Background: an optimization exercise with open tools, aiming at small area and a short achievable clock period. Do not read the settings as production practice.
RTL that was checked went through simulation tests only; none was proved equivalent to the original.
For runs 2 to 7, only the layout was checked, not whether the RTL still works.
Power is estimated from default activity; no workload was simulated.

**flow/run.sh**
```bash
#!/bin/bash
# synth_recipe.tcl (not shown) runs the flow's synth.tcl, then flattens the netlist and writes it again
# the make line also repeats each setting of config.mk as NAME=value (left out here)
make -C /OpenROAD-flow-scripts/flow DESIGN_CONFIG=/design/flow/config.mk WORK_HOME=/design/flow/orfs CLKGATE_MAP_FILE= SYNTH_SCRIPT=/design/flow/synth_recipe.tcl finish
```
**flow/config.mk**
```make
export PLATFORM = sky130hd
export DESIGN_NAME = mac
export DESIGN_NICKNAME = mac
export VERILOG_FILES = /design/flow/design.v
export SDC_FILE = /design/flow/constraint.sdc
export NUM_CORES = 4
export LEC_CHECK = 0
export CAP_MARGIN = 20
export CORE_MARGIN = 2
export CORE_UTILIZATION = 40
export SLEW_MARGIN = 20
```
**flow/constraint.sdc**
```tcl
create_clock -name core_clock -period 12.0 [get_ports {clk}]
set_input_delay 2.4000 -clock core_clock [delete_from_list [all_inputs] [get_ports {clk}]]
set_output_delay 2.4000 -clock core_clock [all_outputs]
set_load 0.01 [all_outputs]
```
**flow/design.v**
```verilog
module p#(parameter DATA_WIDTH = 16, OUT_WIDTH = 32)
(
  input [DATA_WIDTH-1:0] a,  
  input [DATA_WIDTH-1:0] b,  
output reg [OUT_WIDTH-1:0] c,  
output reg done,
input clk,
input rst  
    );
wire [DATA_WIDTH-1:0] a2,a1,d,e;
wire [DATA_WIDTH:0] na;  
assign a1 = (~a) +1'b1;
assign a2 = a;
assign na = (~{a[DATA_WIDTH-1],a}) + 1'b1;
assign d=2*a;
assign e=2*a1;
reg  [DATA_WIDTH+1:0] y;
reg[2:0] j;  
reg[5:0] i;
reg  [DATA_WIDTH:0] b1;  
reg  [OUT_WIDTH-1:0] y1;  
localparam  count = DATA_WIDTH / 2;
localparam  p = OUT_WIDTH / 2;
localparam k = DATA_WIDTH ;
localparam v= (OUT_WIDTH/2)-2;
always@(posedge clk)
begin
if(rst==1)        
begin
c=0;
i=0;
y=0;
done<=0;
end
if(rst==0 && i<count) 
begin
if(rst==0)
begin
b1={b,1'b0};      
if(i<count)
begin
j={b1[2*i+2],b1[2*i+1],b1[2*i]};   
case(j)           
3'b000:y=0*a;
3'b001:y={{2{a2[k-1]}},a2};
3'b010:y={{2{a2[k-1]}},a2};
3'b011:y={a2[k-1],a2,1'b0};
3'b100:y={na,1'b0};
3'b101:y={na[k],na};
3'b110:y={na[k],na};
3'b111:y=0*a;
default:y=128'dX;
endcase
y1={{v{y[p+1]}},y}; 
c=c+(y1*(4**i));      
i=i+1;                
if(i==count)
begin
done<=1;
end
end
end
end
end
endmodule
`timescale 1ns / 1ps
module mac#(
    parameter DATA_WIDTH = 16,
              OUT_WIDTH = 32
)(  
        input clk,
        input rst,
        input clr,
        input [DATA_WIDTH - 1: 0] a,
        input [DATA_WIDTH - 1: 0] b,
        output reg [OUT_WIDTH-1: 0] out
    );
    wire ready;
    wire  [OUT_WIDTH -1: 0] pro;
    wire reset;
    assign reset= rst;
    p#( .DATA_WIDTH(DATA_WIDTH), .OUT_WIDTH(OUT_WIDTH))
product (
   .a(a),.b(b),.c(pro),.done(ready),.clk(clk),.rst(rst)
   );
    always@(posedge clk)
     begin
        if(clr==1)
        begin
            out <= 0;
        end
        else if(ready==1 && reset==0)
        begin
            out <= pro + out;
        end
     end
endmodule
```
==> results of run 1 <==
## report_power, final
group          total [mW]  internal (mW)  switching [mW]
sequential          0.354          0.290          0.0646
combinational        1.96          0.859            1.10
clock               0.284          0.163           0.121
## cell usage after synthesis (6+ instances only)
master	instances	area (sq um)
sky130_fd_sc_hd__o21a_1	12	90.09
sky130_fd_sc_hd__and3_1	6	37.54
sky130_fd_sc_hd__o31ai_1	8	60.06
sky130_fd_sc_hd__clkbuf_1	53	198.9
sky130_fd_sc_hd__o21bai_1	10	75.07
sky130_fd_sc_hd__nand2_1	139	521.8
sky130_fd_sc_hd__nor2b_1	16	100.1
sky130_fd_sc_hd__fa_1	174	3483
sky130_fd_sc_hd__nor2_2	8	50.05
sky130_fd_sc_hd__nor2_1	198	743.2
sky130_fd_sc_hd__nand3_1	25	125.1
sky130_fd_sc_hd__dfxtp_1	71	1421
sky130_fd_sc_hd__nand2b_1	38	237.7
sky130_fd_sc_hd__or4_1	6	45.04
sky130_fd_sc_hd__nor3_1	29	145.1
sky130_fd_sc_hd__a21o_1	19	142.6
sky130_fd_sc_hd__a211oi_1	26	195.2
sky130_fd_sc_hd__mux2i_1	7	70.07
sky130_fd_sc_hd__xor2_1	21	183.9
sky130_fd_sc_hd__xnor2_1	55	481.7
sky130_fd_sc_hd__and2_1	6	37.54
sky130_fd_sc_hd__inv_1	263	987.2
sky130_fd_sc_hd__a22oi_1	6	45.04
sky130_fd_sc_hd__o21ai_0	45	225.2
sky130_fd_sc_hd__ha_1	257	3216
sky130_fd_sc_hd__or2_2	6	37.54
sky130_fd_sc_hd__a31oi_1	18	112.6
sky130_fd_sc_hd__nand3b_1	9	67.56
sky130_fd_sc_hd__a21oi_1	88	440.4
sky130_fd_sc_hd__o211ai_1	6	45.04
sky130_fd_sc_hd__nor3b_1	9	67.56
## cell families after synthesis
| family | Yosys count |
|---|---|
| simple gates | 520 |
| fa+ha+maj | 431 |
| buf+inv | 325 |
| compound gates | 302 |
| xor+xnor | 76 |
| flops | 71 |
| mux | 9 |
| other cells | 2 |
## critical path, stage by stage
cell and delay [ns]:
sky130_fd_sc_hd__clkdlybuf4s50_1 0.44, sky130_fd_sc_hd__inv_1 0.12, sky130_fd_sc_hd__ha_1 0.22, sky130_fd_sc_hd__nor3b_1 0.62, sky130_fd_sc_hd__nand2_1 0.22, sky130_fd_sc_hd__nor3_1 0.48, sky130_fd_sc_hd__nand3_1 0.23, sky130_fd_sc_hd__nand2_1 0.13
sky130_fd_sc_hd__a211oi_1 0.08, sky130_fd_sc_hd__or4_1 0.69, sky130_fd_sc_hd__nor2_2 0.16, sky130_fd_sc_hd__ha_1 0.24, sky130_fd_sc_hd__ha_1 0.31, sky130_fd_sc_hd__fa_1 0.53, sky130_fd_sc_hd__fa_1 0.44, sky130_fd_sc_hd__fa_1 0.47
sky130_fd_sc_hd__fa_1 0.52, sky130_fd_sc_hd__fa_1 0.43, sky130_fd_sc_hd__ha_1 0.38, sky130_fd_sc_hd__a22o_1 0.27, sky130_fd_sc_hd__nor4_1 0.40, sky130_fd_sc_hd__o211ai_1 0.21, sky130_fd_sc_hd__o211ai_1 0.18, sky130_fd_sc_hd__a31oi_1 0.22
sky130_fd_sc_hd__a221o_1 0.42, sky130_fd_sc_hd__o21ai_0 0.22, sky130_fd_sc_hd__xor2_1 0.16, sky130_fd_sc_hd__o22ai_1 0.09
## per-stage QoR
stage / setup slack (ns) / cell area, sq um
finish: 0.9049 / 16290
global route: 0.3727 / 16290
CTS: 1.033 / 16280
detailed placement: 0.6906 / 15980
global placement: 0.8744 / 15980
floorplan: 1.770 / 14750
## routing by layer
metal  wire (microns)  part of all wire [%]  vias to the layer above
li1                 -                     -                     5941
met1            17240                    46                     5832
met2            17460                    47                      303
met3             1718                   4.6                       44
met4              762                   2.0                        0
met5                0                     0                        -
## layout make-up
class	count	area share, %
Clock inverter	7	0.4761
Sequential cell	71	8.724
Inverter	263	6.059
Multi-Input combinational cell	1387	74.27
Timing Repair Buffer	98	5.544
Clock buffer	9	1.382
Tap cell	461	3.540
## sequential cells by signal, indices dropped and copies added, names as in the netlist
register	cells
out	32
product.c	32
product.i	6
product.done	1
## final timing paths
check | startpoint | end | slack [ns] | cells past startpoint
setup / recovery | a[1] | product.c[30]$_DFF_P_ | 0.90 | 28
hold / removal | out[2]$_SDFFE_PP0P_ | out[2]$_SDFFE_PP0P_ | 0.47 | 2
setup reg to reg | product.i[0]$_DFF_P_ | product.c[30]$_DFF_P_ | 2.66 | 30
hold reg to reg | out[2]$_SDFFE_PP0P_ | out[2]$_SDFFE_PP0P_ | 0.47 | 2
==> impl_results.md, run 1 <==
- Iteration-0 DRC count of the detailed router: between 600 and 700
- Overall die area: roughly 38000 sq um
- Status: complete, no violations
- Area share of xor/xnor cells in the synthesized design: under 10%
- Yosys cell types: 77
- Worst hold-check slack: around 0.47 ns
- Post-synthesis share of cell area spent on and, or, nand and nor gates: 16.68%
- Setup skew after layout: 0.008340 ns
- Yosys warnings: 2
- Arrival time at the worst endpoint: about 11 ns
- Final-layout setup total negative slack: 0 ns
- Buffer depth of the longest clock path: 2
- Worst IR Drop VDD: 0.1407 mV
- Period utilization: between 90% and 100%
- RePlAce Congestion: between 0.8 and 0.9
- Antenna violations before repair: 0
- Unrepaired setup endpoints after global routing: no
- Antenna Nets Post-Route: 0
- Filler cells: between 3k and 4k
- Die Ht: 194.9 microns
- Post-CTS Setup Bufs: 0
- Class of the tightest hold or removal check: flop to flop
- Mapped Avg Cell Area: about 8.4 sq um
- Power density over cell area: ~160 nW/um^2
- Count of mapped cells out of synthesis: approximately 1.7k
- Layout-stage area growth over the synthesis result: 11.79%
- Average routed wire per standard cell: 16.19 microns
- Final count of hold timing violations: 0
- Gr busiest metal: met2
- EDFF count, synth: 0
- Antenna Cells: 0
- GR Overflow Total: 0
- Via count: around 12k
- Launching element type of the critical path: primary input
- Fraction of synthesized area in multiplexers: less than 1%
- Multi-input combinational cell area: ~12000 sq um
- Number of buffers inserted by hold repair at cts: 0
- First-pass GRT wire length: slightly above 60000 microns
- Share of synthesized area occupied by flip-flops and latches: under 10%
- Most common library cell in the layout ignoring fill and taps: sky130_fd_sc_hd__inv_1
- Count of placed standard cells including taps: roughly 2.3k
- Max transition margin: between 30% and 40%
- CTS tree: done
- Estimated wirelength of the detail-placed design: 30640 microns
- Initial core utilization: between 40% and 50%
- H-tree depth reported by CTS: 3
- CP Class: primary input to flop
- Final slew viol count: 0
- DRC Markers: 0
- Top FF cell, synth: sky130_fd_sc_hd__dfxtp_1
- Die Width: slightly below 200 microns
- Adder-cell share of the synthesized area: around 46%
- Share of the core filled with cells in the final layout: roughly 46%
- Vias/cell: about 5.3
- Achievable Freq: around 90 MHz
- Clock latency of the later-clocked register in the worst-skew pair: about 0.35 ns
- I/O Pins: between 60 and 70
- Number of synthesized register bits: just over 70
- Max Fanout on Critical Path: 8
- TritonCTS Buffers: 9
- Global routing met1 resource utilization: between 20% and 30%
- Main combinational cell family by area after synthesis: adder cells
- Detailed Route WL: around 37000 microns
- Count of placed standard cells in the final layout, fillers left out: ~2.3k
- Via count of the first global-routing pass: 12.24k
- Final Setup Violations: 0
- Number of max-cap violations: 0
- Critical Path Sink Type: flop
- Aggregate global-route resource usage: approximately a fifth
- Required @ worst endpoint: between 10 and 15 ns
- Post-synth ARST share: 0%
- 1st-pass router iterations: 5
- Cell at the root of the clock tree: sky130_fd_sc_hd__clkbuf_16
- Clock sinks: 71
- Floorplan Core Area: 35740 sq um
- Post-route minimum period: between 10 and 15 ns
- Post-CTS Resized: 0
- Slew at the pin with the worst max-slew slack: ~0.95 ns
- Total Power: 2.600 mW
- Sequential cell area: approximately 1400 sq um
- Met2 demand-to-capacity share in global routing: about 34%
- Clock slew at the register clock pins of the worst setup and hold paths: around 0.070 ns
- Largest net degree at the start of global routing: 40
- Met3 routing resource usage after global routing: 1.614%
- Commonest cells after routing, fill and taps aside: sky130_fd_sc_hd__inv_1, sky130_fd_sc_hd__ha_1, sky130_fd_sc_hd__nor2_1
- Fraction of the mapped netlist area in compound gates: between 10 and 15%
- Number of placement rows: 69
- Net total in the final layout: 2296
- Count of input and output buffers: 66
- Total standard cell area after synthesis: 14580 sq um
- Static power due to leakage: slightly above 8 nW
- Share of layout cells above drive strength 1: 4.741%
==> run 2, diff against run 1 <==
==> flow/design.v (replaced) <==
module p #(parameter DATA_WIDTH = 16, OUT_WIDTH = 32)
(
    input [DATA_WIDTH-1:0] a,
    input [DATA_WIDTH-1:0] b,
    output [OUT_WIDTH-1:0] c,
    output reg done,
    input clk,
    input rst
);
    localparam K = DATA_WIDTH;
    reg [K-1:0] hi;      
    reg [K-1:0] lo;      
    reg bprev;           
    reg [2:0] cnt;
    assign c = {hi, lo};
    wire one = lo[0] ^ bprev;
    wire two = (lo[1] & ~lo[0] & ~bprev) | (~lo[1] & lo[0] & bprev);
    wire neg = lo[1];
    wire [K+1:0] m = one ? {{2{a[K-1]}}, a} :
                     two ? {a[K-1], a, 1'b0} : {(K+2){1'b0}};
    wire [K+1:0] sum = {{2{hi[K-1]}}, hi} + (m ^ {(K+2){neg}}) + neg;
    always @(posedge clk) begin
        if (rst) begin
            hi <= 0;
            lo <= b;
            bprev <= 1'b0;
            cnt <= 3'd0;
            done <= 1'b0;
        end else if (!done) begin
            hi <= sum[K+1:2];
            lo <= {sum[1:0], lo[K-1:2]};
            bprev <= lo[1];
            cnt <= cnt + 3'd1;
            done <= (cnt == 3'd7);
        end
    end
endmodule
`timescale 1ns / 1ps
module mac #(
    parameter DATA_WIDTH = 16,
              OUT_WIDTH = 32
)(
    input clk,
    input rst,
    input clr,
    input [DATA_WIDTH - 1: 0] a,
    input [DATA_WIDTH - 1: 0] b,
    output reg [OUT_WIDTH-1: 0] out
);
    wire ready;
    wire [OUT_WIDTH-1:0] pro;
    p #(.DATA_WIDTH(DATA_WIDTH), .OUT_WIDTH(OUT_WIDTH)) product (
        .a(a), .b(b), .c(pro), .done(ready), .clk(clk), .rst(rst)
    );
    always @(posedge clk) begin
        if (clr)
            out <= 0;
        else if (ready && !rst)
            out <= out + pro;
    end
endmodule
==> run 2 against run 1 <==
Compared with the run above: global-route usage fell by 1.5 points; non-clock buffer count down 27; hold slack better by 0.0043 ns; critical path depth shrank 14; first-iteration DRC count fell by 53%; flip-flop and latch count fell by 2; clock skew barely moved; design area decreased by 60%; synthesized area is 63% lower; sequential power fell by 8.5%; critical endpoint is now product.hi[12]$_SDFFE_PP0N_; largest cell class unchanged; largest power group unchanged; highest routed layer unchanged.
==> impl_results.md, run 2 <==
- Final slew viol count: 0
- Vias/cell: ~5.6
- Share of the core filled with cells in the final layout: between 40% and 50%
- CP Class: primary input to flop
- Total standard cell area after synthesis: 5394 sq um
- Power density over cell area: approximately 160 nW/um^2
- Largest net degree at the start of global routing: 38
- Cell type with the largest total area after synthesis: sky130_fd_sc_hd__dfxtp_1
- Max transition margin: between 20% and 30%
- EDFF count, synth: 16
- Number of synthesized register bits: 69
- Antenna Nets Post-Route: 0
- Share of layout cells above drive strength 1: under 10%
- Setup skew after layout: around 0.0084 ns
- I/O Pins: 67
- CTS tree: done
- Clock sinks: approximately 70
- Most common library cell in the layout ignoring fill and taps: sky130_fd_sc_hd__nor2_1
- Worst hold-check slack: between 0.4 and 0.5 ns
- Post-CTS Resized: 0
- GR Overflow Total: 0
- Via count: about 5k
- Leading post-synthesis cells by instance count: sky130_fd_sc_hd__nor2_1, sky130_fd_sc_hd__a21oi_1, sky130_fd_sc_hd__dfxtp_1
- Die Ht: about 120 microns
- Antenna violations before repair: 0
- Final-layout setup total negative slack: 0 ns
- Clock slew at the register clock pins of the worst setup and hold paths: ~0.060 ns
- Post-placement setup slack: approximately 6.3 ns
- Sequential cell area: roughly 1500 sq um
- Unrepaired setup endpoints after global routing: no
- Achievable Freq: 184.6 MHz
- 1st-pass router iterations: 5
- Antenna Cells: 0
- Detailed Route WL: roughly 13000 microns
- Slew at the pin with the worst max-slew slack: between 1 and 1.5 ns
- H-tree depth reported by CTS: 3
- Post-synth ARST share: 0%
- Max FFs per register: 32
- Most frequent cell after synthesis: sky130_fd_sc_hd__nor2_1
- Net total in the final layout: approximately 780
- Cell at the root of the clock tree: sky130_fd_sc_hd__clkbuf_16
- Post-route worst setup slack: around 6.6 ns
- Overall die area: 14430 sq um
- Final Setup Violations: 0
- DRC Markers: 0
- RePlAce Congestion: between 0.9 and 1
- Yosys warnings: 2
- Arrival time at the worst endpoint: 5.64 ns
- Launching element type of the critical path: primary input
- Estimated wirelength of the detail-placed design: between 10000 and 15000 microns
- Number of max-cap violations: 0
- Commonest cells after routing, fill and taps aside: sky130_fd_sc_hd__nor2_1, sky130_fd_sc_hd__a21oi_1, sky130_fd_sc_hd__clkdlybuf4s50_1
- Share of synthesized area occupied by flip-flops and latches: ~29%
- Top-area cell type share of the netlist area: 19.67%
- Max Fanout on Critical Path: 5
- Multi-input combinational cell area: approximately 3600 sq um
- Post-route minimum period: 5.416 ns
- TritonCTS Buffers: 9
- Class of the tightest hold or removal check: flop to flop
- Clock latency of the later-clocked register in the worst-skew pair: 0.34 ns
- Static power due to leakage: about 2.6 nW
- Worst IR Drop VDD: between 0.07 and 0.08 mV
- Top area cells in the synthesized netlist: sky130_fd_sc_hd__dfxtp_1, sky130_fd_sc_hd__ha_1, sky130_fd_sc_hd__edfxtp_1
- Area post-placement: 6175 sq um
- Number of placement rows: 42
- Required @ worst endpoint: about 12 ns
- Number of buffers inserted by hold repair at cts: 0
- Iteration-0 DRC count of the detailed router: 300
- Via count of the first global-routing pass: ~4.6k
- Post-CTS Setup Bufs: 0
- Die Width: 120.1 microns
- Top FF cell, synth: sky130_fd_sc_hd__dfxtp_1
- Initial core utilization: about 41%
- Floorplan Core Area: approximately 13000 sq um
- Non-Filler Cell Area, Final: about 6500 sq um
- First-pass GRT wire length: 22170 microns
- Buffer depth of the longest clock path: 2
- Critical Path Sink Type: flop
- Count of mapped cells out of synthesis: between 600 and 700
- Aggregate global-route resource usage: 18.79%
- Status: complete, no violations
- Mapped Avg Cell Area: approximately 8.4 sq um
- Average routed wire per standard cell: about 15 microns
- Final count of hold timing violations: 0
- Layout-stage area growth over the synthesis result: 19.72%
- Yosys cell types: 67
- Period utilization: between 40% and 50%
- Filler cells: roughly 1.2k
- Register with the most flip-flops: out
- Count of input and output buffers: 66
[run 2: cell type report]
type,instances,share of cell area [%]
Sequential cell,69,23.87
Multi-Input combinational cell,521,56.37
Clock inverter,7,0.8913
Tap cell,176,3.410
Timing Repair Buffer,71,10.81
Inverter,20,1.163
Clock buffer,9,3.488
[run 2: worst max-delay path, cell delays in order]
cell                              delay [ns]
sky130_fd_sc_hd__clkdlybuf4s50_1        0.55
sky130_fd_sc_hd__o22ai_1                0.11
sky130_fd_sc_hd__nor2_1                 0.14
sky130_fd_sc_hd__nor2_1                 0.05
sky130_fd_sc_hd__a221oi_1               0.27
sky130_fd_sc_hd__ha_1                   0.36
sky130_fd_sc_hd__a21o_1                 0.25
sky130_fd_sc_hd__a21o_1                 0.18
sky130_fd_sc_hd__a21oi_1                0.20
sky130_fd_sc_hd__a2bb2oi_1              0.26
sky130_fd_sc_hd__o21ai_1                0.13
sky130_fd_sc_hd__o21a_1                 0.19
sky130_fd_sc_hd__or3_1                  0.30
sky130_fd_sc_hd__a32o_1                 0.26
[run 2: final timing paths]
check | slack (ns) | from | endpoint | cells after the start
setup / recovery | 6.58 | a[7] | product.hi[12]$_SDFFE_PP0N_ | 14
setup reg to reg | 7.50 | product.lo[0]$_DFFE_PN_ | product.hi[12]$_SDFFE_PP0N_ | 14
hold / removal | 0.48 | out[17]$_SDFFE_PP0P_ | out[17]$_SDFFE_PP0P_ | 2
hold reg to reg | 0.48 | out[17]$_SDFFE_PP0P_ | out[17]$_SDFFE_PP0P_ | 2
[run 2: logic make-up after synthesis]
family	synth area share [%]
flip-flops	28.58
AO/OA/AOI/OAI	29.23
buffers and inverters	3.990
adder cells (fa/ha/maj)	12.11
XOR/XNOR	5.822
multiplexers	4.454
AND/OR/NAND/NOR	15.82
[run 2: layer usage]
metal | GRT usage (%) | up-vias | share of wire [%]
li1 | - | 2498 | -
met1 | 26.35 | 2249 | 49
met2 | 29.55 | 119 | 45
met3 | 2.947 | 16 | 4.6
met4 | 5.882 | 0 | 1.4
met5 | 0 | - | 0
[run 2: where the power goes]
part	internal, mW	switching [mW]
combinational	0.202	0.229
sequential	0.276	0.0486
clock	0.143	0.106
[run 2: stage by stage]
step	power (mW)	std cells
after floorplan	0.6580	645
after global placement	0.7433	857
after detailed placement	0.7558	857
after CTS	1.010	873
after global routing	1.083	873
final	1.004	873
==> run 3, diff against run 2 <==
--- a/flow/design.v
+++ b/flow/design.v
@@ -9,4 +9,5 @@
 );
     localparam K = DATA_WIDTH;
+    reg [K-1:0] areg;    
     reg [K-1:0] hi;      
     reg [K-1:0] lo;      
@@ -17,8 +18,9 @@
     wire two = (lo[1] & ~lo[0] & ~bprev) | (~lo[1] & lo[0] & bprev);
     wire neg = lo[1];
-    wire [K+1:0] m = one ? {{2{a[K-1]}}, a} :
-                     two ? {a[K-1], a, 1'b0} : {(K+2){1'b0}};
+    wire [K+1:0] m = one ? {{2{areg[K-1]}}, areg} :
+                     two ? {areg[K-1], areg, 1'b0} : {(K+2){1'b0}};
     wire [K+1:0] sum = {{2{hi[K-1]}}, hi} + (m ^ {(K+2){neg}}) + neg;
     always @(posedge clk) begin
+        areg <= a;
         if (rst) begin
             hi <= 0;
==> run 3 against run 2 <==
Compared with the run above: first-iteration DRC count down 28%; global-route usage increased by 1.1 points; via count grew 5.7%; non-clock buffer count stayed put; wire length grew 14%; clock skew shrank 0.0016 ns; sequential share of layout area increased by 3.4 points; critical path depth fell by 10; worst setup slack improved by 1.0 ns; clock power up 11%; synthesized cell count grew 5.6%; combinational power is 4.9% higher; critical endpoint is now out[25]$_SDFFE_PP0P_; largest power group unchanged.
==> impl_results.md, run 3 <==
- Iteration-0 DRC count of the detailed router: 215
- Period utilization: a little over a third
- Die Ht: 124.5 microns
- First-pass GRT wire length: 25220 microns
- Average routed wire per standard cell: 16.45 microns
- Final Setup Violations: 0
- Yosys warnings: 2
- Antenna Nets Post-Route: 0
- Reg2reg path depth: 12
- Share of synthesized area occupied by flip-flops and latches: between 30% and 40%
- Clock slew at the register clock pins of the worst setup and hold paths: roughly 0.060 ns
- Final-layout setup total negative slack: 0 ns
- Vias/cell: 5.646
- Post-CTS Setup Bufs: 0
- Antenna Cells: 0
- 1st-pass router iterations: 5
- Worst IR Drop VDD: 0.06880 mV
- Cell type with the largest total area after synthesis: sky130_fd_sc_hd__dfxtp_1
- Share of layout cells above drive strength 1: between 7 and 8%
- Aggregate global-route resource usage: between 10% and 20%
- Post-route minimum period: about 4.4 ns
- Top FF cell, synth: sky130_fd_sc_hd__dfxtp_1
- I/O Pins: between 60 and 70
- Number of max-cap violations: 0
- Largest net degree at the start of global routing: 38
- Initial core utilization: 40.44%
- Power density over cell area: 161.0 nW/um^2
- Final count of hold timing violations: 0
- EDFF count, synth: 16
- Via count of the first global-routing pass: a little over 5k
- Number of buffers inserted by hold repair at cts: 0
- Slew at the pin with the worst max-slew slack: slightly above 1 ns
- Total standard cell area after synthesis: 5811 sq um
- CTS tree: done
- Arrival time at the worst endpoint: roughly 4.7 ns
- Layout-stage area growth over the synthesis result: 17.57%
- Top-area cell type share of the netlist area: between 20% and 30%
- Top area cells in the synthesized netlist: sky130_fd_sc_hd__dfxtp_1, sky130_fd_sc_hd__ha_1, sky130_fd_sc_hd__edfxtp_1
- Class of the tightest hold or removal check: flop to flop
- Static power due to leakage: about 2.7 nW
- CP Class: primary input to flop
- Die Width: around 120 microns
- Detailed Route WL: about 15000 microns
- Required @ worst endpoint: 12.29 ns
- Commonest cells after routing, fill and taps aside: sky130_fd_sc_hd__a21oi_1, sky130_fd_sc_hd__nor2_1, sky130_fd_sc_hd__dfxtp_1
- Achievable Freq: approximately 230 MHz
- Launching element type of the critical path: primary input
- Count of input and output buffers: 66
- Yosys cell types: 67
- Mapped Avg Cell Area: 8.532 sq um
- DRC Markers: 0
- Setup skew after layout: between 0.006 and 0.007 ns
- Floorplan Core Area: ~14000 sq um
- Estimated wirelength of the detail-placed design: approximately 12000 microns
- Total Power: approximately 1.1 mW
- Most frequent cell after synthesis: sky130_fd_sc_hd__a21oi_1
- Status: complete, no violations
- Filler cells: approximately 1.4k
- Max transition margin: approximately 32%
- Register with the most flip-flops: out
- Overall die area: roughly 16000 sq um
- Number of placement rows: 44
- Critical Path Sink Type: flop
- Clock sinks: 85
- Post-CTS Resized: 0
- H-tree depth reported by CTS: 3
- Post-synth ARST share: 0%
- Final slew viol count: 0
- Leading post-synthesis cells by instance count: sky130_fd_sc_hd__a21oi_1, sky130_fd_sc_hd__nor2_1, sky130_fd_sc_hd__dfxtp_1
- Count of mapped cells out of synthesis: slightly below 700
- RePlAce Congestion: 0.9096
- Max Fanout on Critical Path: 24
- Clock latency of the later-clocked register in the worst-skew pair: 0.35 ns
- Hold Path Depth: 2
- Number of synthesized register bits: 85
- Net total in the final layout: 811
- Max FFs per register: 32
- Unrepaired setup endpoints after global routing: no
- Antenna violations before repair: 0
- GR Overflow Total: 0
- Via count: approximately 5.2k
- Cell at the root of the clock tree: sky130_fd_sc_hd__clkbuf_16
- Buffer depth of the longest clock path: 2
- TritonCTS Buffers: 9
- Most common library cell in the layout ignoring fill and taps: sky130_fd_sc_hd__a21oi_1
==> run 3: cell types whose count changed after synthesis, moves of 7 or more <==
cell / delta
sky130_fd_sc_hd__dfxtp_1: +16
sky130_fd_sc_hd__a21oi_1: +15
sky130_fd_sc_hd__a22o_1: +14
sky130_fd_sc_hd__nand2_1: +10
sky130_fd_sc_hd__a21o_1: -8
sky130_fd_sc_hd__xor2_1: +8
sky130_fd_sc_hd__a211oi_1: -7
sky130_fd_sc_hd__nand3b_1: -7
==> run 3: stage by stage <==
step / instance area (sq um) / std cells / setup WS [ns] / util [%] / hold WS [ns]
floorplan: 5811 / 681 / 8.312 / - / 0.4676
global placement: 6548 / 898 / 7.284 / 45.57 / 0.4573
detailed placement: 6548 / 898 / 7.232 / 45.57 / 0.4647
CTS: 6832 / 914 / 7.599 / 47.54 / 0.4734
global route: 6832 / 914 / 7.359 / 47.54 / 0.4954
finish: 6832 / 914 / 7.631 / 47.54 / 0.4739
==> run 3: power breakdown <==
part,switching [mW],internal (mW)
sequential,0.0411,0.331
clock,0.116,0.160
combinational,0.250,0.201
==> run 3: layout make-up <==
| type | count | area (sq um) | area share (%) |
|---|---|---|---|
| Multi-Input combinational cell | 537 | 3679 | 53.85 |
| Sequential cell | 85 | 1862 | 27.25 |
| Timing Repair Buffer | 71 | 698.2 | 10.22 |
| Clock buffer | 11 | 232.7 | 3.407 |
| Tap cell | 184 | 230.2 | 3.370 |
| Inverter | 21 | 78.83 | 1.154 |
| Clock inverter | 5 | 51.30 | 0.7509 |
==> run 3: final timing paths <==
path	startpoint	end	slack, ns
max reg2reg	product.bprev$_SDFFE_PP0N_	product.hi[12]$_SDFFE_PP0N_	7.81
min reg2reg	out[5]$_SDFFE_PP0P_	out[5]$_SDFFE_PP0P_	0.47
min	out[5]$_SDFFE_PP0P_	out[5]$_SDFFE_PP0P_	0.47
max	clr	out[25]$_SDFFE_PP0P_	7.63
==> run 3: layer usage <==
| layer | GRT usage (%) | vias to the layer above | part of all wire, % |
|---|---|---|---|
| met5 | 0 | - | 0 |
| met4 | 5.882 | 0 | 1.4 |
| met3 | 3.351 | 13 | 3.4 |
| met2 | 34.65 | 102 | 50 |
| met1 | 25.17 | 2431 | 45 |
| li1 | - | 2614 | - |
==> run 3: critical path, cell delays in order <==
cell and delay (ns):
sky130_fd_sc_hd__clkdlybuf4s50_1 0.93, sky130_fd_sc_hd__nor2_1 1.02, sky130_fd_sc_hd__a22oi_1 0.20, sky130_fd_sc_hd__nand2_1 0.11
==> run 3: cells by family after synthesis <==
group / Yosys count / synth area share (%)
AO/OA/AOI/OAI: 243 / 28.25
XOR/XNOR: 42 / 6.331
adder cells (fa/ha/maj): 51 / 11.24
buffers and inverters: 59 / 4.694
flip-flops: 85 / 32.04
multiplexers: 20 / 3.768
AND/OR/NAND/NOR: 181 / 13.67
==> run 4, diff against run 3 <==
--- a/flow/config.mk
+++ b/flow/config.mk
@@ -6,4 +6,5 @@
 export NUM_CORES = 4
 export LEC_CHECK = 0
+export ABC_AREA = 1
 export CAP_MARGIN = 20
 export CORE_MARGIN = 2
==> run 4 against run 3 <==
Compared with the run above: synthesized cell count is 41% higher; flip-flop and latch count stayed put; register-to-register slack improved by 0.47 ns; via count grew 17%; hold slack improved by 0.0072 ns; power fell by 1.9%; still clean; global-route usage up 0.96 points; non-clock buffer count shrank 2; count of clock-buffer cells in the layout stayed put.
==> impl_results.md, run 4 <==
- Die Width: approximately 130 microns
- Cell family contributing the most delay on the critical path: buffers and inverters
- Sequential cell area: approximately 1900 sq um
- Filler cells: approximately 1.7k
- Sw power: about 0.44 mW
- Vias/cell: slightly below 5
- Die Ht: about 130 microns
- Unrepaired setup endpoints after global routing: no
- I/O Pins: 67
- Top metal layer carrying routed signals: met4
- Max Fanout on Critical Path: 25
- CP Class: primary input to flop
- Class of the tightest hold or removal check: flop to flop
- Share of layout cells above drive strength 1: ~4.0%
- Switching share of power: 41.03%
- TritonCTS Buffers: 9
- P_int: approximately 0.64 mW
- Aggregate global-route resource usage: a little over a fifth
- Commonest cells after routing, fill and taps aside: sky130_fd_sc_hd__nand2_1, sky130_fd_sc_hd__nor2_1, sky130_fd_sc_hd__inv_1
- Register with the most flip-flops: out
- Leading post-synthesis cells by instance count: sky130_fd_sc_hd__nand2_1, sky130_fd_sc_hd__nor2_1, sky130_fd_sc_hd__inv_1
- Floorplan Core Area: roughly 15000 sq um
- Cell at the root of the clock tree: sky130_fd_sc_hd__clkbuf_16
- Count of mapped cells out of synthesis: roughly 960
- Via count of the first global-routing pass: 5757
- Slew at the pin with the worst max-slew slack: about 0.94 ns
- Startpoint of the worst register-to-register path: product.lo[1]$_DFFE_PN_
- Slowest library cell on the worst path: sky130_fd_sc_hd__clkdlybuf4s50_1
- Via count: 6038
- Maximum single-stage delay on the critical path: 1.02 ns
- Overall die area: roughly 17000 sq um
- Arrival time at the worst endpoint: ~4.4 ns
- Max transition margin: a little under two fifths
- Yosys warnings: 2
- Final Setup Violations: 0
- Number of placement rows: 45
- Max FFs per register: 32
- Antenna Cells: 0
- Hold Startpoint: product.cnt[1]$_SDFFE_PP0N_
- Clock sinks: 85
- Final slew viol count: 0
- Setup skew after layout: 0.009807 ns
- Status: complete, no violations
- RePlAce Congestion: around 0.93
- DRC Markers: 0
- Most common library cell in the layout ignoring fill and taps: sky130_fd_sc_hd__nand2_1
- Number of synthesized register bits: between 80 and 90
- Total length of routed met3 wires: just over 600 microns
- Clock latency of the later-clocked register in the worst-skew pair: between 0.3 and 0.4 ns
- Largest net degree at the start of global routing: 58
- Antenna Nets Post-Route: 0
- Clock slew at the register clock pins of the worst setup and hold paths: ~0.06 ns
- Iteration-0 DRC count of the detailed router: approximately 320
- Layout-stage area growth over the synthesis result: 17.71%
- Static power due to leakage: 3.667 nW
- H-tree depth reported by CTS: 3
- GR Overflow Total: 0
- Area share of xor/xnor cells in the synthesized design: between 5 and 6%
- Net total in the final layout: roughly 1.1k
- Yosys cell types: 37
- Fraction of the mapped netlist area in compound gates: roughly 14%
- Share of synthesized area occupied by flip-flops and latches: 29.55%
- Post-CTS Resized: 0
- 1st-pass router iterations: 4
- First-pass GRT wire length: 27280 microns
- Fraction of synthesized area in multiplexers: 0%
- Critical path, cell by cell: clkdlybuf4s50_1 > inv_1 > nor2_1 > a31oi_1
- Worst IR Drop VDD: about 0.10 mV
- Initial core utilization: between 40% and 50%
- Buffer depth of the longest clock path: 2
- Most frequent cell after synthesis: sky130_fd_sc_hd__nand2_1
- Period utilization: 35.99%
- Required @ worst endpoint: 12.07 ns
- Met2 WL: 7818 microns
- Antenna violations before repair: 0
- Number of buffers inserted by hold repair at cts: 0
- Post-synthesis share of cell area spent on and, or, nand and nor gates: 31.08%
- Worst path buffer plus inverter count: 2
- Met1 layer wirelength in the final routing: about 8000 microns
- Post-route minimum period: roughly 4.3 ns
- Launching element type of the critical path: primary input
- Critical Path Sink Type: flop
- Cell type with the largest total area after synthesis: sky130_fd_sc_hd__dfxtp_1
- Final-layout setup total negative slack: 0 ns
- Post-synth ARST share: 0%
- Adder-cell share of the synthesized area: 10.37%
- Top area cells in the synthesized netlist: sky130_fd_sc_hd__dfxtp_1, sky130_fd_sc_hd__nand2_1, sky130_fd_sc_hd__ha_1
- Multi-input combinational cell area: 3827 sq um
- Top-area cell type share of the netlist area: about 22%
- Estimated wirelength of the detail-placed design: about 13000 microns
- Post-CTS Setup Bufs: 0
- Mapped Avg Cell Area: around 6.6 sq um
- CTS tree: done
- EDFF count, synth: 16
- Top FF cell, synth: sky130_fd_sc_hd__dfxtp_1
- Share of power burned in the clock network: roughly a quarter
- Power density over cell area: between 100 and 150 nW/um^2
- Launching element of the worst setup path: rst
- Achievable Freq: roughly 230 MHz
- Number of max-cap violations: 0
- Count of input and output buffers: 66
- Total standard cell area after synthesis: between 6000 and 7000 sq um
- Sequential share of power: around a third
- Average routed wire per standard cell: approximately 14 microns
- Worst hold-check slack: approximately 0.48 ns
- Main combinational cell family by area after synthesis: simple AND/OR/NAND/NOR gates
- Combinational Power Share: approximately 40%
- Detailed Route WL: around 17000 microns
- Final count of hold timing violations: 0
==> run 4: changes by cell type in the layout (fill, tap and decap cells not counted), sizes merged, moves of 18 or more <==
cell / delta
o21ai: +32
inv: +116
xnor2: -21
nand2: +186
nor2: +73
a21oi: -26
a22o: -18
nand3: +50
==> run 4: power by group through the flow <==
stage                     Clock, mW  Sequential [mW]  Combinational (mW)
final                         0.263            0.372               0.444
after global routing          0.281            0.377               0.503
after CTS                     0.271            0.372               0.442
after detailed placement          0            0.378               0.439
after global placement            0            0.378               0.437
after floorplan                   0            0.355               0.347
==> run 4: metal layers <==
layer / vias up / GRT usage, %
met1: 2665 / 26.64
met5: - / 0
li1: 3222 / -
met4: 0 / 7.717
met3: 29 / 3.551
met2: 122 / 35.33
==> run 4: cell type report <==
cell class                      count  share of cell area (%)
Multi-Input combinational cell    719                   51.60
Tap cell                          211                   3.559
Clock buffer                       11                   3.138
Sequential cell                    85                   25.10
Clock inverter                      5                  0.4555
Inverter                          135                   6.832
Timing Repair Buffer               69                   9.312
==> run 4: metrics by stage <==
stage	cells	cell area, sq um	total power [mW]	util, %	worst slack, ns
after floorplan	959	6301	0.7015	-	8.383
after CTS	1234	7402	1.084	48.33	7.630
after detailed placement	1218	7136	0.8177	46.59	7.258
final	1235	7417	1.079	48.43	7.681
after global routing	1235	7417	1.162	48.43	7.472
after global placement	1218	7136	0.8149	46.59	7.296
==> run 4: kinds of logic after synthesis <==
| logic type | Yosys count |
|---|---|
| DFF | 85 |
| AOI/OAI and AO/OA | 159 |
| adders and majority gates | 51 |
| xor gates and xnor gates | 37 |
| and+or+nand+nor | 472 |
| buffers and inverters | 155 |
==> run 4: path summary, 6_finish.rpt <==
kind / end / slack, ns / depth (start not counted)
max reg2reg: product.hi[7]$_SDFFE_PP0N_ / 8.28 / 13
max: product.lo[14]$_DFFE_PN_ / 7.68 / 4
min: product.cnt[1]$_SDFFE_PP0N_ / 0.48 / 1
min reg2reg: product.cnt[1]$_SDFFE_PP0N_ / 0.48 / 1
==> run 5, diff against run 4 <==
--- a/flow/config.mk
+++ b/flow/config.mk
@@ -6,5 +6,5 @@
 export NUM_CORES = 4
 export LEC_CHECK = 0
-export ABC_AREA = 1
+export ABC_CLOCK_PERIOD_IN_PS = 3500
 export CAP_MARGIN = 20
 export CORE_MARGIN = 2
==> run 5 against run 4 <==
Compared with the run above: hold slack got worse by 0.0072 ns; critical path depth stayed put; clock skew fell by 0.0030 ns; worst setup slack got worse by 0.050 ns; clock power grew 5%; die area shrank 7.5%; count of clock-buffer cells in the layout did not move; via count shrank 15%; fmax shrank 1.2%; wire length shrank 11%; synthesized area down 7.8%; non-clock buffer count rose by 2; largest power group unchanged.
==> impl_results.md, run 5 <==
- Arrival time at the worst endpoint: between 4 and 5 ns
- Static power due to leakage: around 2.7 nW
- DRC Markers: 0
- Yosys cell types: 67
- Status: complete, no violations
- Launching element type of the critical path: primary input
- Post-CTS Resized: 0
- Clock sinks: 85
- Max Fanout on Critical Path: 24
- Cell at the root of the clock tree: sky130_fd_sc_hd__clkbuf_16
- Power density over cell area: approximately 160 nW/um^2
- Filler cells: about 1.4k
- Most frequent cell after synthesis: sky130_fd_sc_hd__a21oi_1
- Detailed Route WL: about 15000 microns
- Post-CTS Setup Bufs: 0
- Critical Path Sink Type: flop
- Sequential cell area: 1862 sq um
- Final count of hold timing violations: 0
- Iteration-0 DRC count of the detailed router: roughly 220
- Overall die area: roughly 16000 sq um
- GR Overflow Total: 0
- Aggregate global-route resource usage: between 10% and 20%
- RePlAce Congestion: 0.9096
- Required @ worst endpoint: around 12 ns
- Final slew viol count: 0
- Share of the core filled with cells in the final layout: a little under half
- Share of layout cells above drive strength 1: about 7.3%
- Layout-stage area growth over the synthesis result: 17.57%
- Mapped Avg Cell Area: ~8.5 sq um
- Cell type with the largest total area after synthesis: sky130_fd_sc_hd__dfxtp_1
- Count of input and output buffers: 66
- Max transition margin: roughly 32%
- Largest net degree at the start of global routing: 38
- Max FFs per register: 32
- Average routed wire per standard cell: about 16 microns
- Post-route minimum period: roughly 4.4 ns
- Unrepaired setup endpoints after global routing: no
- Top-area cell type share of the netlist area: about a quarter
- Total Power: 1.100 mW
- Vias/cell: approximately 5.6
- Die Width: roughly 120 microns
- Antenna violations before repair: 0
- 1st-pass router iterations: 5
- Period utilization: between 30% and 40%
- H-tree depth reported by CTS: 3
- Post-synth ARST share: 0%
- CTS tree: done
- Slew at the pin with the worst max-slew slack: a little over 1 ns
- Most common library cell in the layout ignoring fill and taps: sky130_fd_sc_hd__a21oi_1
- Number of max-cap violations: 0
- Floorplan Core Area: 14370 sq um
- Estimated wirelength of the detail-placed design: about 12000 microns
- Net total in the final layout: 811
- Commonest cells after routing, fill and taps aside: sky130_fd_sc_hd__a21oi_1, sky130_fd_sc_hd__nor2_1, sky130_fd_sc_hd__dfxtp_1
- Clock slew at the register clock pins of the worst setup and hold paths: ~0.06 ns
- Antenna Cells: 0
- Via count of the first global-routing pass: between 5k and 6k
- Number of placement rows: between 40 and 50
- Area post-placement: 6548 sq um
- Count of mapped cells out of synthesis: ~680
- Worst IR Drop VDD: approximately 0.069 mV
- Total standard cell area after synthesis: roughly 5800 sq um
- Antenna Nets Post-Route: 0
- Register with the most flip-flops: out
- Die Ht: approximately 120 microns
- Number of synthesized register bits: 85
- EDFF count, synth: 16
- Achievable Freq: roughly 230 MHz
- Yosys warnings: 2
- Non-Filler Cell Area, Final: approximately 7000 sq um
- Top FF cell, synth: sky130_fd_sc_hd__dfxtp_1
- Class of the tightest hold or removal check: flop to flop
- Via count: 5160
- Top area cells in the synthesized netlist: sky130_fd_sc_hd__dfxtp_1, sky130_fd_sc_hd__ha_1, sky130_fd_sc_hd__edfxtp_1
- Buffer depth of the longest clock path: 2
- Multi-input combinational cell area: 3679 sq um
- Leading post-synthesis cells by instance count: sky130_fd_sc_hd__a21oi_1, sky130_fd_sc_hd__nor2_1, sky130_fd_sc_hd__dfxtp_1
- First-pass GRT wire length: 25220 microns
- Final Setup Violations: 0
- Number of buffers inserted by hold repair at cts: 0
- Share of synthesized area occupied by flip-flops and latches: about a third
- Initial core utilization: between 40% and 50%
- I/O Pins: 67
- CP Class: primary input to flop
- TritonCTS Buffers: 9
- Setup skew after layout: approximately 0.0068 ns
- Final-layout setup total negative slack: 0 ns
- Clock latency of the later-clocked register in the worst-skew pair: 0.35 ns
[run 5: cell count changes after synthesis, moves of 16 or more]
cell | before | now
sky130_fd_sc_hd__nor2_1 | 141 | 70
sky130_fd_sc_hd__xnor2_1 | 3 | 24
sky130_fd_sc_hd__o21ai_0 | 56 | 26
sky130_fd_sc_hd__a22o_1 | 2 | 20
sky130_fd_sc_hd__nand3_1 | 58 | 9
sky130_fd_sc_hd__xor2_1 | 34 | 18
sky130_fd_sc_hd__inv_1 | 135 | 21
sky130_fd_sc_hd__nand2_1 | 232 | 60
sky130_fd_sc_hd__clkbuf_1 | 9 | 25
sky130_fd_sc_hd__a21oi_1 | 58 | 84
[run 5: worst paths after layout]
check / from / end / slack (ns) / cells after the start
hold reg to reg: out[5]$_SDFFE_PP0P_ / out[5]$_SDFFE_PP0P_ / 0.47 / 2
setup / recovery: clr / out[25]$_SDFFE_PP0P_ / 7.63 / 4
setup reg to reg: product.bprev$_SDFFE_PP0N_ / product.hi[12]$_SDFFE_PP0N_ / 7.81 / 12
hold / removal: out[5]$_SDFFE_PP0P_ / out[5]$_SDFFE_PP0P_ / 0.47 / 2
[run 5: power by group]
part	leakage [nW]	total, mW	switching [mW]	internal [mW]
registers	0.737	0.372	0.0411	0.331
clock network	0.137	0.276	0.116	0.160
logic	1.84	0.452	0.250	0.201
[run 5: per-stage QoR]
stage	setup slack, ns	hold WS, ns	std cells
finish	7.631	0.4739	914
global route	7.359	0.4954	914
CTS	7.599	0.4734	914
detailed placement	7.232	0.4647	898
global placement	7.284	0.4573	898
floorplan	8.312	0.4676	681
[run 5: critical path: stages]
cell and delay [ns]:
sky130_fd_sc_hd__clkdlybuf4s50_1 0.93, sky130_fd_sc_hd__nor2_1 1.02, sky130_fd_sc_hd__a22oi_1 0.20, sky130_fd_sc_hd__nand2_1 0.11
[run 5: routing by layer]
metal	global-route usage (%)	routed length (microns)
met1	25.17	6835
met3	3.351	506
met4	5.882	205
met5	0	0
met2	34.65	7486
[run 5: area by class of cell]
cell class	instances	share of cell area, %
multi-input combinational	537	53.85
clock inverter	5	0.7509
tap	184	3.370
clock buffer	11	3.407
inverter	21	1.154
timing repair buffer	71	10.22
sequential	85	27.25
[run 5: kinds of logic after synthesis]
| family | Yosys count | synth area share [%] |
|---|---|---|
| XOR/XNOR | 42 | 6.331 |
| multiplexers | 20 | 3.768 |
| flip-flops | 85 | 32.04 |
| AND/OR/NAND/NOR | 181 | 13.67 |
| AO/OA/AOI/OAI | 243 | 28.25 |
| adder cells (fa/ha/maj) | 51 | 11.24 |
| buffers and inverters | 59 | 4.694 |
==> run 6, diff against run 5 <==
--- a/flow/design.v
+++ b/flow/design.v
@@ -9,22 +9,22 @@
 );
     localparam K = DATA_WIDTH;
-    reg [K-1:0] areg;    
     reg [K-1:0] hi;      
     reg [K-1:0] lo;      
-    reg bprev;           
+    reg [K:0] pp;        
+    reg pneg;            
     reg [2:0] cnt;
     assign c = {hi, lo};
-    wire one = lo[0] ^ bprev;
-    wire two = (lo[1] & ~lo[0] & ~bprev) | (~lo[1] & lo[0] & bprev);
-    wire neg = lo[1];
-    wire [K+1:0] m = one ? {{2{areg[K-1]}}, areg} :
-                     two ? {areg[K-1], areg, 1'b0} : {(K+2){1'b0}};
-    wire [K+1:0] sum = {{2{hi[K-1]}}, hi} + (m ^ {(K+2){neg}}) + neg;
+    wire [2:0] bits = rst ? {b[1:0], 1'b0} : lo[3:1];
+    wire one = bits[0] ^ bits[1];
+    wire two = (bits[2] & ~bits[1] & ~bits[0]) | (~bits[2] & bits[1] & bits[0]);
+    wire neg = bits[2];
+    wire [K:0] m = one ? {a[K-1], a} : two ? {a, 1'b0} : {(K+1){1'b0}};
+    wire [K+1:0] sum = {{2{hi[K-1]}}, hi} + {pp[K], pp} + pneg;
     always @(posedge clk) begin
-        areg <= a;
+        pp <= m ^ {(K+1){neg}};
+        pneg <= neg;
         if (rst) begin
             hi <= 0;
             lo <= b;
-            bprev <= 1'b0;
             cnt <= 3'd0;
             done <= 1'b0;
@@ -32,5 +32,4 @@
             hi <= sum[K+1:2];
             lo <= {sum[1:0], lo[K-1:2]};
-            bprev <= lo[1];
             cnt <= cnt + 3'd1;
             done <= (cnt == 3'd7);
--- a/flow/config.mk
+++ b/flow/config.mk
@@ -6,5 +6,4 @@
 export NUM_CORES = 4
 export LEC_CHECK = 0
-export ABC_CLOCK_PERIOD_IN_PS = 3500
 export CAP_MARGIN = 20
 export CORE_MARGIN = 2
==> run 6 against run 5 <==
Compared with the run above: critical path type unchanged; still clean; synthesized area shrank 0.93%; fmax is 0.78% higher; clock power down 6%.
==> impl_results.md, run 6 <==
- Status: complete, no violations
- Aggregate global-route resource usage: between 10% and 20%
- Number of synthesized register bits: 86
- Total standard cell area after synthesis: roughly 5800 sq um
- Achievable Freq: 230.7 MHz
- Most common library cell in the layout ignoring fill and taps: sky130_fd_sc_hd__nand2_1
- CTS tree: done
- Post-synth ARST share: 0%
- Required @ worst endpoint: roughly 12 ns
- Startpoint of the worst register-to-register path: product.hi[0]$_SDFFE_PP0N_
- GR Overflow Total: 0
- Top FF cell, synth: sky130_fd_sc_hd__dfxtp_1
- Final Setup Violations: 0
- Period utilization: between 30% and 40%
- Count of placed standard cells including taps: 895
- H-tree depth reported by CTS: 3
- Number of max-cap violations: 0
- Share of layout cells above drive strength 1: 6.977%
- Slew at the pin with the worst max-slew slack: ~0.72 ns
- Arrival time at the worst endpoint: ~4.6 ns
- Critical path, cell by cell: buf_2 > buf_4 > nor2b_4 > inv_1 > nor2_1 > nand3b_1 > a211o_1 > o211ai_1
- Critical Path Sink Type: flop
- Clock sinks: 86
- Average routed wire per standard cell: 15.91 microns
- 1st-pass router iterations: 5
- Filler cells: approximately 1.4k
- Post-CTS Resized: 0
- Detailed Route WL: 14500 microns
- Worst IR Drop VDD: about 0.090 mV
- Max Fanout on Critical Path: 55
- Count of placed standard cells in the final layout, fillers left out: a little over 900
- Iteration-0 DRC count of the detailed router: roughly 200
- Initial core utilization: 41.15%
- DRC Markers: 0
- Antenna violations before repair: 0
- Via count of the first global-routing pass: 4942
- Area post-placement: ~6500 sq um
- Final count of hold timing violations: 0
- Floorplan Core Area: roughly 14000 sq um
- Maximum single-stage delay on the critical path: ~0.6 ns
- Launching element type of the critical path: primary input
- Post-CTS Setup Bufs: 0
- Cell type with the largest total area after synthesis: sky130_fd_sc_hd__dfxtp_1
- Antenna Cells: 0
- Final-layout setup total negative slack: 0 ns
- Max FFs per register: 32
- Class of the tightest hold or removal check: flop to flop
- Number of placement rows: 43
- Via count: between 5k and 6k
- Buffer depth of the longest clock path: 2
- Hold Startpoint: out[12]$_SDFFE_PP0P_
- Commonest cells after routing, fill and taps aside: sky130_fd_sc_hd__nand2_1, sky130_fd_sc_hd__dfxtp_1, sky130_fd_sc_hd__a21oi_1
- I/O Pins: between 60 and 70
- Final slew viol count: 0
- Hold Crit Endpoint: out[12]$_SDFFE_PP0P_
- TritonCTS Buffers: 9
- Power density over cell area: 158.5 nW/um^2
- Number of buffers inserted by hold repair at cts: 0
- Total Power: around 1.1 mW
- Share of synthesized area occupied by flip-flops and latches: about a third
- Count of mapped cells out of synthesis: 678
- Yosys cell types: 67
- Cell at the root of the clock tree: sky130_fd_sc_hd__clkbuf_16
- Die Width: between 100 and 150 microns
- Non-Filler Cell Area, Final: between 6000 and 7000 sq um
- Endpoint of the worst-slack reg-to-reg timing path: product.hi[14]$_SDFFE_PP0N_
- Largest net degree at the start of global routing: 56
- Count of input and output buffers: between 60 and 70
- Setup slack, reg-to-reg: between 9 and 10 ns
- Vias/cell: roughly 5.7
- First-pass GRT wire length: around 23000 microns
- CP Class: primary input to flop
- Clock slew at the register clock pins of the worst setup and hold paths: approximately 0.060 ns
- Net total in the final layout: just over 800
- Top area cells in the synthesized netlist: sky130_fd_sc_hd__dfxtp_1, sky130_fd_sc_hd__ha_1, sky130_fd_sc_hd__edfxtp_1
- Mapped Avg Cell Area: between 8 and 9 sq um
- RePlAce Congestion: approximately 0.9
- Overall die area: about 15000 sq um
- Yosys warnings: 2
- EDFF count, synth: 16
- Layout-stage area growth over the synthesis result: 18.63%
- Most frequent cell after synthesis: sky130_fd_sc_hd__nand2_1
- Reg2reg path depth: 9
- Clock latency of the later-clocked register in the worst-skew pair: about 0.35 ns
- Slowest library cell on the worst path: sky130_fd_sc_hd__nor2b_4
- Max transition margin: between 50% and 60%
- Die Ht: approximately 120 microns
- Register with the most flip-flops: out
- Static power due to leakage: ~2.7 nW
- Hold Path Depth: 2
- Leading post-synthesis cells by instance count: sky130_fd_sc_hd__nand2_1, sky130_fd_sc_hd__dfxtp_1, sky130_fd_sc_hd__a21oi_1
- Post-route minimum period: ~4.3 ns
- Top-area cell type share of the netlist area: between 20% and 30%
- Antenna Nets Post-Route: 0
- Setup skew after layout: between 0.008 and 0.009 ns
- Estimated wirelength of the detail-placed design: approximately 11000 microns
- Unrepaired setup endpoints after global routing: no
-- run 6: cell types whose count changed after synthesis, moves of 7 or more --
cell                       change
sky130_fd_sc_hd__nor2_1       -24
sky130_fd_sc_hd__a22o_1       -19
sky130_fd_sc_hd__a21oi_1      -17
sky130_fd_sc_hd__nand2_1      +17
sky130_fd_sc_hd__a221oi_1     -15
sky130_fd_sc_hd__a22oi_1      +14
sky130_fd_sc_hd__o21ai_0      +14
sky130_fd_sc_hd__o22ai_1      -13
sky130_fd_sc_hd__xnor2_1      +11
sky130_fd_sc_hd__nor2b_1      +10
sky130_fd_sc_hd__or3_1         +7
sky130_fd_sc_hd__xor2_1        -7
-- run 6: metal layers --
metal  up-vias  part of all wire, %  GRT usage (%)
met2       140                   47          32.97
met5         -                    0              0
li1       2582                    -              -
met3        25                  5.5          4.487
met4         0                  1.9          7.022
met1      2421                   45          24.34
-- run 6: final cells by class --
class	count	area (sq um)	share of cell area, %
multi-input cells	539	3687	53.99
flip-flops and latches	86	1882	27.56
repair buffers	70	685.7	10.04
clock buffers	10	239.0	3.499
well taps	180	225.2	3.298
inverters	20	75.07	1.099
clock inverters	6	35.03	0.5130
-- run 6: logic make-up (layout without fill, tap and decap cells) --
logic type,count (synthesis),count (layout),share of synthesized area (%)
buf+inv,53,106,3.695
mux,23,23,4.282
compound gates,212,212,23.56
simple gates,206,206,17.08
flops,86,86,32.69
xor+xnor,46,46,6.998
fa+ha+maj,52,52,11.69
-- run 6: critical path, delay by kind of cell --
| family | cells | cell delay (ns) |
|---|---|---|
| simple gates | 3 | 1.29 |
| buf+inv | 3 | 0.52 |
| compound gates | 2 | 0.37 |
-- run 6: through the flow --
| step | hold slack (ns) | worst slack, ns | util (%) |
|---|---|---|---|
| 2_1_floorplan | 0.4620 | 8.045 | - |
| 3_3_place_gp | 0.4594 | 7.017 | 46.74 |
| 3_5_place_dp | 0.4705 | 6.920 | 46.74 |
| 4_1_cts | 0.4793 | 7.275 | 48.69 |
| 5_1_grt | 0.5002 | 7.482 | 48.82 |
| 6_report | 0.4778 | 7.665 | 48.82 |
-- run 6: how the worst max path moves through the flow --
stage          start                      end  slack, ns  depth (start not counted)
2_1_floorplan    rst  product.lo[0]$_DFFE_PN_       8.04                          5
3_3_place_gp     rst     out[24]$_SDFFE_PP0P_       7.02                          6
3_5_place_dp     rst     out[24]$_SDFFE_PP0P_       6.92                          6
4_1_cts          rst     out[24]$_SDFFE_PP0P_       7.27                          6
5_1_grt          rst     out[29]$_SDFFE_PP0P_       7.48                          8
6_report         rst     out[29]$_SDFFE_PP0P_       7.66                          8
-- run 6: power breakdown --
group	total (mW)	switching, mW	internal (mW)
Combinational	0.438	0.246	0.192
Clock	0.259	0.114	0.145
Sequential	0.386	0.0390	0.347
Total	1.08	0.399	0.684
==> run 7, diff against run 6 <==
==> flow/flow/run.sh (new file) <==
#!/bin/bash
# Standard ORFS layout, with port buffers of a plain buffer cell and setup repair
# aiming further below the clock period. Make's full output goes to flow_make.log.
set -euo pipefail
bash standard.sh \
  "BUFFER_PORTS_ARGS=-buffer_cell sky130_fd_sc_hd__buf_2" \
  SETUP_SLACK_MARGIN=${MARGIN:-8.5} \
  finish > flow_make.log 2>&1
==> flow/standard.sh (new file) <==
#!/bin/bash
# synth_recipe.tcl (not shown) runs the flow's synth.tcl, then flattens the netlist and writes it again
# the make line also repeats each setting of config.mk as NAME=value (left out here)
make -C /OpenROAD-flow-scripts/flow DESIGN_CONFIG=/design/flow/config.mk WORK_HOME=/design/flow/orfs CLKGATE_MAP_FILE= SYNTH_SCRIPT=/design/flow/synth_recipe.tcl "${@:-finish}"
removed: flow/run.sh
==> run 7 against run 6 <==
Compared with the run above: clock power grew 11%; clock skew is 0.00096 ns higher; flip-flop and latch count is the same; combinational power grew 4%; design area rose by 3.1%; hold slack lost 0.0077 ns; via count up 0.83%; die area unchanged; worst setup slack improved by 0.86 ns; fmax rose by 25%; non-clock buffer count rose by 27; synthesized area stayed put; critical path type unchanged; largest cell class unchanged.
==> impl_results.md, run 7 <==
- Status: complete, no violations
- Aggregate global-route resource usage: between 10% and 20%
- Overall die area: about 15000 sq um
- Vias/cell: about 5.5
- Multi-input combinational cell area: approximately 3800 sq um
- Most common library cell in the layout ignoring fill and taps: sky130_fd_sc_hd__nand2_1
- Class of the tightest hold or removal check: flop to flop
- Critical Path Sink Type: flop
- Count of input and output buffers: between 60 and 70
- CTS tree: done
- Die Ht: approximately 120 microns
- TritonCTS Buffers: 9
- DRC Markers: 0
- Leading post-synthesis cells by instance count: sky130_fd_sc_hd__nand2_1, sky130_fd_sc_hd__dfxtp_1, sky130_fd_sc_hd__a21oi_1
- Setup skew after layout: 0.009132 ns
- Count of mapped cells out of synthesis: 678
- Launching element type of the critical path: primary input
- EDFF count, synth: 16
- Worst hold-check slack: between 0.4 and 0.5 ns
- Max transition margin: between 40% and 50%
- Total standard cell area after synthesis: roughly 5800 sq um
- Clock slew at the register clock pins of the worst setup and hold paths: 0.06 ns
- Achievable Freq: about 290 MHz
- Net total in the final layout: roughly 840
- Share of the core filled with cells in the final layout: 50.31%
- 1st-pass router iterations: 5
- Power density over cell area: 160.2 nW/um^2
- Filler cells: 1321
- Antenna violations before repair: 0
- Mapped Avg Cell Area: about 8.5 sq um
- Commonest cells after routing, fill and taps aside: sky130_fd_sc_hd__nand2_1, sky130_fd_sc_hd__dfxtp_1, sky130_fd_sc_hd__a21oi_1
- Most frequent cell after synthesis: sky130_fd_sc_hd__nand2_1
- Cell at the root of the clock tree: sky130_fd_sc_hd__clkbuf_16
- Estimated wirelength of the detail-placed design: roughly 11000 microns
- Count of placed standard cells in the final layout, fillers left out: 939
- Die Width: between 100 and 150 microns
- Max Fanout on Critical Path: 8
- Via count of the first global-routing pass: slightly below 5k
- Static power due to leakage: 3.050 nW
- Number of max-cap violations: 0
- Max FFs per register: 32
- Sequential cell area: 1882 sq um
- Worst IR Drop VDD: roughly 0.1 mV
- Final slew viol count: 0
- Period utilization: between 20 and 30%
- H-tree depth reported by CTS: 3
- Number of synthesized register bits: 86
- Clock sinks: between 80 and 90
- Number of placement rows: between 40 and 50
- Number of buffers inserted by hold repair at cts: 0
- Final Setup Violations: 0
- Detailed Route WL: 15040 microns
- Register with the most flip-flops: out
- Count of placed standard cells including taps: between 800 and 900
- Floorplan Core Area: between 10000 and 15000 sq um
- First-pass GRT wire length: between 20000 and 25000 microns
- Top area cells in the synthesized netlist: sky130_fd_sc_hd__dfxtp_1, sky130_fd_sc_hd__ha_1, sky130_fd_sc_hd__edfxtp_1
- Average routed wire per standard cell: about 16 microns
- Antenna Nets Post-Route: 0
- Largest net degree at the start of global routing: 40
- Iteration-0 DRC count of the detailed router: 287
- Share of synthesized area occupied by flip-flops and latches: between 30% and 40%
- Required @ worst endpoint: around 12 ns
- RePlAce Congestion: around 0.92
- GR Overflow Total: 0
- Arrival time at the worst endpoint: 3.70 ns
- Yosys cell types: 67
- I/O Pins: 67
- Slew at the pin with the worst max-slew slack: ~0.77 ns
- Cell type with the largest total area after synthesis: sky130_fd_sc_hd__dfxtp_1
- Layout-stage area growth over the synthesis result: 22.26%
- Initial core utilization: between 40% and 50%
- Post-route minimum period: about 3.5 ns
- Post-synth ARST share: 0%
- Yosys warnings: 2
- CP Class: primary input to flop
- Clock latency of the later-clocked register in the worst-skew pair: between 0.3 and 0.4 ns
- Top FF cell, synth: sky130_fd_sc_hd__dfxtp_1
- Antenna Cells: 0
- Unrepaired setup endpoints after global routing: yes
- Share of layout cells above drive strength 1: between 20% and 30%
- Buffer depth of the longest clock path: 2
- Final count of hold timing violations: 0
- Final-layout setup total negative slack: 0 ns
- Via count: around 5.2k
- Top-area cell type share of the netlist area: 24.34%
[run 7: kinds of logic after synthesis]
| group | Yosys count | share of synthesized area [%] |
|---|---|---|
| AOI/OAI and AO/OA | 212 | 23.56 |
| and+or+nand+nor | 206 | 17.08 |
| DFF | 86 | 32.69 |
| buffers and inverters | 53 | 3.695 |
| adders and majority gates | 52 | 11.69 |
| xor gates and xnor gates | 46 | 6.998 |
| muxes | 23 | 4.282 |
[run 7: repair_timing]
action / CTS / global route
resized for setup: 17 / 8
buffers inserted: 12 / 13
cloned: 3 / 1
hold endpoints to repair: 0 / 0
pin swaps: 3 / 9
setup endpoints to repair: 65 / 21
[run 7: final timing paths]
| check | cells after the start | startpoint | slack (ns) | end |
|---|---|---|---|---|
| max | 9 | rst | 8.52 | product.pp[12]$_DFF_P_ |
| min | 2 | out[14]$_SDFFE_PP0P_ | 0.47 | out[14]$_SDFFE_PP0P_ |
| max reg2reg | 9 | product.lo[1]$_DFFE_PN_ | 9.01 | out[27]$_SDFFE_PP0P_ |
| min reg2reg | 2 | out[14]$_SDFFE_PP0P_ | 0.47 | out[14]$_SDFFE_PP0P_ |
[run 7: worst max-delay path: stages]
cell	delay, ns
sky130_fd_sc_hd__buf_8	0.10
sky130_fd_sc_hd__buf_12	0.13
sky130_fd_sc_hd__mux2i_4	0.19
sky130_fd_sc_hd__o31ai_4	0.30
sky130_fd_sc_hd__buf_4	0.17
sky130_fd_sc_hd__buf_12	0.12
sky130_fd_sc_hd__buf_6	0.09
sky130_fd_sc_hd__a22oi_2	0.05
sky130_fd_sc_hd__xnor2_1	0.14
[run 7: layer usage]
metal	vias to the layer above	track usage [%]	wire length [microns]
li1	2636	-	-
met1	2393	25.23	6752
met2	159	33.55	7085
met3	23	5.540	934
met4	0	5.337	267
met5	-	0	0
[run 7: cell type report]
type                    instances  area share (%)
repair buffers                 97           10.33
clock buffers                  12           3.662
flip-flops and latches         86           26.74
repair inverters                1          0.1600
well taps                     180           3.200
clock inverters                 4          0.6400
multi-input cells             539           53.83
inverters                      20           1.440
[run 7: power breakdown]
| group | internal [mW] | switching (mW) | total [mW] |
|---|---|---|---|
| sequential | 0.347 | 0.0394 | 0.386 |
| clock | 0.173 | 0.114 | 0.287 |
| combinational | 0.204 | 0.251 | 0.454 |
| total | 0.723 | 0.404 | 1.13 |
[run 7: through the flow]
stage	power [mW]	setup slack, ns	area [sq um]
final	1.128	8.524	7038
after global routing	1.208	8.455	7038
after CTS	1.131	8.484	6875
after detailed placement	0.8227	7.254	6295
after global placement	0.8093	7.315	6295
after floorplan	0.7327	8.425	5893

what the ideal ports hide:
The results above use ideal ports. As a check the final layouts listed here were re-extracted and re-timed, cells and wires unchanged. Step 1 sets driving cells, clkbuf_16 on the clock port and buf_2 on the other inputs (assumed; they add their load-dependent delay and slew). Step 2 adds t to the input delays and takes it off the output delays; t is the mean of the earliest and latest rising clock arrival at the registers after step 1. Input paths then give back, and output paths get back, about the clock's delay inside the block. a / b / c = ideal / step 1 / step 2; a / b = the first two.
run | shift t [ns] | setup slack, ns | worst setup path at the end
run 1 | 0.395 | 0.905 / 0.926 / 0.532 | input to register
run 2 | 0.372 | 6.584 / 6.601 / 6.228 | input to register
run 3 | 0.390 | 7.631 / 7.643 / 7.253 | input to register
run 4 | 0.393 | 7.681 / 7.703 / 7.311 | input to register
run 5 | 0.390 | 7.631 / 7.643 / 7.253 | input to register
run 6 | 0.387 | 7.665 / 7.687 / 7.300 | input to register
run 7 | 0.389 | 8.524 / 8.526 / 8.138 | input to register
After both steps every run listed still meets setup and hold. The setup slack of run 7, which loses most, moves by +0.002 ns with the drivers and by -0.386 ns with both steps.
